This design comes from an exercise in tuning for small area on the open sky130 flow, not from production work.
Only simulation tests tie the RTL to the original design; equivalence was not proved.
Power is estimated from default activity; no workload was simulated.

Design PongCore, start of the top module:
module PongCore(
	input i_clk,
	input i_rst,
	input [1:0] i_sw,
	input i_pb,
	input i_frame_tick,
	output [6:0] o_sevseg_p1d1,
	output [6:0] o_sevseg_p1d2,
	output [6:0] o_sevseg_p2d1,
	output [6:0] o_sevseg_p2d2,
	output signed [10:0] o_ball_x,
	output signed [10:0] o_ball_y,
	output signed [10:0] o_paddle1_y,
	output signed [10:0] o_paddle2_y,
	output o_finish);
Size in the first run: roughly 500 cells after synthesis, roughly 79 I/O pins, roughly 0.0034 sq mm of cells after synthesis.
Settings: LEC_CHECK=0, CAP_MARGIN=20, CORE_MARGIN=2, CORE_UTILIZATION=60, GPL_TIMING_DRIVEN=0, SLEW_MARGIN=20; clock period 20.0 ns.
standard.sh (not shown) runs the stock make flow with config.mk's settings and CLKGATE_MAP_FILE= SYNTH_SCRIPT=/design/flow/synth_recipe.tcl, a recipe that flattens the netlist after the stock synthesis.
==> flow/flow/run.sh <==
#!/bin/bash
# Layout flow: the standard synthesis, then an area-oriented re-mapping of the
# combinational logic between the registers (the registers keep their names
# and cell types), then the standard ORFS layout with small port buffers and
# a small clock tree. Each tool's output goes to a log file in this folder.
set -euo pipefail
HERE=$(pwd)
LIB=$FLOW_HOME/platforms/sky130hd/lib/sky130_fd_sc_hd__tt_025C_1v80.lib
RES=$HERE/orfs/results/sky130hd/PongCore/base
YOSYS=$(command -v yosys || echo "$FLOW_HOME/../tools/install/yosys/bin/yosys")
NSEEDS=${NSEEDS:-32}
ABC_TIME=${ABC_TIME:-30}

export BUFFER_PORTS_ARGS="-buffer_cell sky130_fd_sc_hd__buf_1"
export REMOVE_ABC_BUFFERS=1
export SKIP_REPAIR_TIE_FANOUT=1
export CTS_ARGS="-sink_clustering_enable -repair_clock_nets -buf_list sky130_fd_sc_hd__clkbuf_4 -root_buf sky130_fd_sc_hd__clkbuf_4 -dont_use_dummy_load"

bash standard.sh synth > synth.log 2>&1
cp "$RES/1_2_yosys.v" "$HERE/standard_synth.v"

# re-map the logic with several seeds of ABC's deepsyn, keep the smallest
DONT_USE=$(sed -n '/export DONT_USE_CELLS/,/^$/p' "$FLOW_HOME/platforms/sky130hd/config.mk" | tr -d '\\' | tr ' ' '\n' | grep sky130 | sed 's/^/-dont_use /' | tr '\n' ' ')
run_seed() {
	local S=$1
	sed "s/@SEED@/$S/; s/@TIME@/$ABC_TIME/" flow/area.abc.in > area_$S.abc
	sed "s#@LIB@#$LIB#g; s#@IN@#$HERE/standard_synth.v#; s#@OUT@#$HERE/reopt_$S.v#; s#@DONT_USE@#$DONT_USE#; s#@SCRIPT@#$HERE/area_$S.abc#" \
		flow/reopt.ys.in > reopt_$S.ys
	"$YOSYS" -l reopt_$S.log -q reopt_$S.ys > /dev/null 2>&1 || true
}
S=1
while [ $S -le $NSEEDS ]; do
	for J in $(seq 1 ${NUM_CORES:-4}); do
		if [ $S -le $NSEEDS ]; then run_seed $S & fi
		S=$((S + 1))
	done
	wait
done
: > reopt_pick.log
for S in $(seq 1 $NSEEDS); do
	if [ -s reopt_$S.v.stat ] && [ -s reopt_$S.v ]; then
		echo "$(grep 'Chip area for module' reopt_$S.v.stat | awk '{print $NF}') $S" >> reopt_pick.log
	fi
done
BEST=$(sort -n reopt_pick.log | head -1 | awk '{print $2}')
if [ -n "$BEST" ]; then
	echo "picked seed $BEST" >> reopt_pick.log
	cp "$HERE/reopt_$BEST.v" "$RES/1_2_yosys.v"
else
	echo "no re-mapped netlist; keeping the standard synthesis" >> reopt_pick.log
fi

bash standard.sh do-1_synth > synth_odb.log 2>&1
bash standard.sh > standard.log 2>&1
Other scripts of this flow, unchanged in this note and not shown: flow/flow/area.abc.in, flow/flow/reopt.ys.in
Then changed:
--- a/flow/flow/run.sh
+++ b/flow/flow/run.sh
@@ -10,4 +10,4 @@
 YOSYS=$(command -v yosys || echo "$FLOW_HOME/../tools/install/yosys/bin/yosys")
-NSEEDS=${NSEEDS:-32}
-ABC_TIME=${ABC_TIME:-30}
+NSEEDS=${NSEEDS:-4}
+ABC_TIME=${ABC_TIME:-10}
 
CAP_MARGIN = 0   (was 20)
CORE_UTILIZATION = 40   (was 60)
SLEW_MARGIN = 0   (was 20)
Count of clock-buffer cells in the layout does not change.
Utilization is lower by 22 points.
Routed wire length rose by 9.3%.
Sequential power hardly moves.
Synthesized area climbs by 0.89%.
Fmax goes down by 11%.
Then changed:
CAP_MARGIN = 20   (was 0)
CORE_UTILIZATION = 60   (was 40)
GPL_TIMING_DRIVEN = default   (was 0)
SLEW_MARGIN = 20   (was 0)
=>
- die area drops by 32%
- design area drops by 0.81%
- via count climbs by 2.4%
- total power stays flat
Then changed:
--- a/flow/flow/run.sh
+++ b/flow/flow/run.sh
@@ -10,4 +10,4 @@
 YOSYS=$(command -v yosys || echo "$FLOW_HOME/../tools/install/yosys/bin/yosys")
-NSEEDS=${NSEEDS:-4}
-ABC_TIME=${ABC_TIME:-10}
+NSEEDS=${NSEEDS:-16}
+ABC_TIME=${ABC_TIME:-30}
 
CORE_UTILIZATION = 40   (was 60)
Worst hold slack loses 16 ps.
Register-to-register slack degrades by 120 ps.
First-iteration DRC count decreases by 25%.
Via count is lower by 3.8%.
Utilization went down by 22 points.
Clock skew increases by 12 ps.
Routed wire length shrinks by 1.0%.
Synthesized area went down by 0.88%.
Power shrinks by 5.0%.
Then changed:
--- a/flow/flow/run.sh
+++ b/flow/flow/run.sh
@@ -10,3 +10,3 @@
 YOSYS=$(command -v yosys || echo "$FLOW_HOME/../tools/install/yosys/bin/yosys")
-NSEEDS=${NSEEDS:-16}
+NSEEDS=${NSEEDS:-12}
 ABC_TIME=${ABC_TIME:-30}
Effect:
- count of clock-buffer cells in the layout does not change
- final area went up by 0.47%
- routed wire length rose by 2.5%


## the previous run
PongCore, a different RTL version from the one above (not shown whole).
Size: ~670 cells after synthesis, about 79 I/O pins, about 0.0043 mm² of cells after synthesis.
Settings: LEC_CHECK=0, CAP_MARGIN=20, CORE_MARGIN=2, CORE_UTILIZATION=40, SLEW_MARGIN=20; clock period 20.0 ns.
==> flow/flow/run.sh <==
#!/bin/bash
# Layout flow: the standard synthesis, then an area-oriented re-mapping of the
# combinational logic between the registers (the registers keep their names
# and cell types), then the standard ORFS layout with small port buffers and
# a small clock tree.
set -euo pipefail
HERE=$(pwd)
LIB=$FLOW_HOME/platforms/sky130hd/lib/sky130_fd_sc_hd__tt_025C_1v80.lib
RES=$HERE/orfs/results/sky130hd/PongCore/base
YOSYS=$(command -v yosys || echo "$FLOW_HOME/../tools/install/yosys/bin/yosys")

export BUFFER_PORTS_ARGS="-buffer_cell sky130_fd_sc_hd__buf_1"
export REMOVE_ABC_BUFFERS=1
export CTS_ARGS="-sink_clustering_enable -repair_clock_nets -buf_list sky130_fd_sc_hd__clkbuf_8 -root_buf sky130_fd_sc_hd__clkbuf_8 -dont_use_dummy_load"

bash standard.sh synth > synth.log 2>&1
cp "$RES/1_2_yosys.v" "$HERE/standard_synth.v"

DONT_USE=$(sed -n '/export DONT_USE_CELLS/,/^$/p' "$FLOW_HOME/platforms/sky130hd/config.mk" | tr -d '\\' | tr ' ' '\n' | grep sky130 | sed 's/^/-dont_use /' | tr '\n' ' ')
sed "s#@LIB@#$LIB#g; s#@IN@#$HERE/standard_synth.v#; s#@OUT@#$RES/1_2_yosys.v#; s#@DONT_USE@#$DONT_USE#; s#@SCRIPT@#$HERE/flow/area.abc#" \
	flow/reopt.ys.in > reopt.ys
"$YOSYS" -l reopt.log -q reopt.ys > /dev/null 2>&1

bash standard.sh do-1_synth > synth_odb.log 2>&1
bash standard.sh > standard.log 2>&1
==> flow/flow/area.abc <==
strash
balance -l
resub -K 6 -l
rewrite -l
resub -K 6 -N 2 -l
refactor -l
resub -K 8 -l
balance -l
resub -K 8 -N 2 -l
rewrite -l
resub -K 10 -l
rewrite -z -l
resub -K 10 -N 2 -l
balance -l
resub -K 12 -l
refactor -z -l
resub -K 12 -N 2 -l
rewrite -z -l
balance -l
dch -f
amap
topo
==> flow/flow/reopt.ys.in <==
read_liberty -ignore_miss_func @LIB@
read_verilog @IN@
hierarchy -top PongCore
setattr -mod -set keep_hierarchy 1 sky130_fd_sc_hd__*df*
flatten
rename -hide w:_*_.*
opt_clean -purge
abc -liberty @LIB@ @DONT_USE@ -script @SCRIPT@ PongCore
opt_clean
hilomap -hicell sky130_fd_sc_hd__conb_1 HI -locell sky130_fd_sc_hd__conb_1 LO PongCore
opt_clean -purge
insbuf -buf sky130_fd_sc_hd__buf_1 A X PongCore
opt_clean -purge
tee -o @OUT@.stat stat -liberty @LIB@ PongCore
select PongCore
write_verilog -noattr -noexpr -nohex -nodec -selected @OUT@
The previous run ran to completion and came out clean on the timing, DRC and antenna checks.
Input-level comparison between the current run and the previous run:
--- a/flow/flow/run.sh
+++ b/flow/flow/run.sh
@@ -14 +14 @@
-export CTS_ARGS="-sink_clustering_enable -repair_clock_nets -buf_list sky130_fd_sc_hd__clkbuf_8 -root_buf sky130_fd_sc_hd__clkbuf_8 -dont_use_dummy_load"
+export CTS_ARGS="-sink_clustering_enable -repair_clock_nets -buf_list sky130_fd_sc_hd__clkbuf_4 -root_buf sky130_fd_sc_hd__clkbuf_4 -sink_clustering_size 40 -sink_clustering_max_diameter 200 -dont_use_dummy_load"
==> flow/flow/area.abc <==
strash
&get -n
&deepsyn -T 60
&put
dch -f
amap
topo
Findings:
Diff the previous run -> the current run | maximum frequency | up by a few percent
Compared the previous run against the current run; hold slack within noise.
From the previous run to the current run the numbers moved as follows: via count dropped about 20%; layout-stage area growth over the synthesis result dropped 0.93 points; non-clock buffer count dropped about 3.4%; final design area excluding fillers dropped 680 µm²; final-stage net count dropped 17%.
Measured against each other, the previous run and the current run differ in clock-pin slew reported for the worst setup and hold paths after clock tree synthesis, the lower figure coming from the previous run.
Utilization across the previous run and the current run: no real change.
Diff the previous run -> the current run | share of cell area taken by multi-input logic gates | decrease of 4.2 points
In the current run the post-detailed-placement half-perimeter wirelength turned out about 26% lower than in the previous run.

-- port drivers added, routing unchanged --
The flow's constraints put no driver on any port. The routed layouts listed below were extracted and timed again, unchanged, in two steps. Step 1 (the two cells are an assumption about what drives the block):
set clk [get_ports {i_clk}]
set_driving_cell -lib_cell sky130_fd_sc_hd__clkbuf_16 $clk
set_driving_cell -lib_cell sky130_fd_sc_hd__buf_2 [delete_from_list [all_inputs] $clk]
Step 2 also shifts input and output timing later by t, the mid clock arrival at the registers, as if the neighbouring blocks saw the same clock. Slacks: ideal / step 1 / step 2; pairs: ideal / step 1.
| run | shift t [ns] | setup slack, ns | worst setup path at the end | worst data-port slew with drivers (ns) |
|---|---|---|---|---|
| the first run of note 1 | 0.418 | 14.191 / 14.164 / 13.911 | input to register | 0.03 |
| the second run of note 1 | 0.420 | 13.501 / 13.507 / 13.087 | input to register | 0.04 |
| the third run of note 1 | 0.414 | 14.182 / 14.158 / 13.921 | input to register | 0.03 |
| the fourth run of note 1 | 0.420 | 14.174 / 14.143 / 13.855 | input to register | 0.03 |
| the fifth run of note 1 | 0.421 | 14.030 / 14.000 / 13.941 | input to register | 0.03 |
| the previous run | 0.379 | 14.422 / 14.433 / 14.054 | input to register | 0.04 |
| the current run | 0.423 | 14.585 / 14.590 / 14.167 | input to register | 0.03 |
After both steps setup and hold are still met in every run listed. For the current run, which loses most, drivers alone change the setup slack by +0.005 ns; drivers and shift together by -0.418 ns.
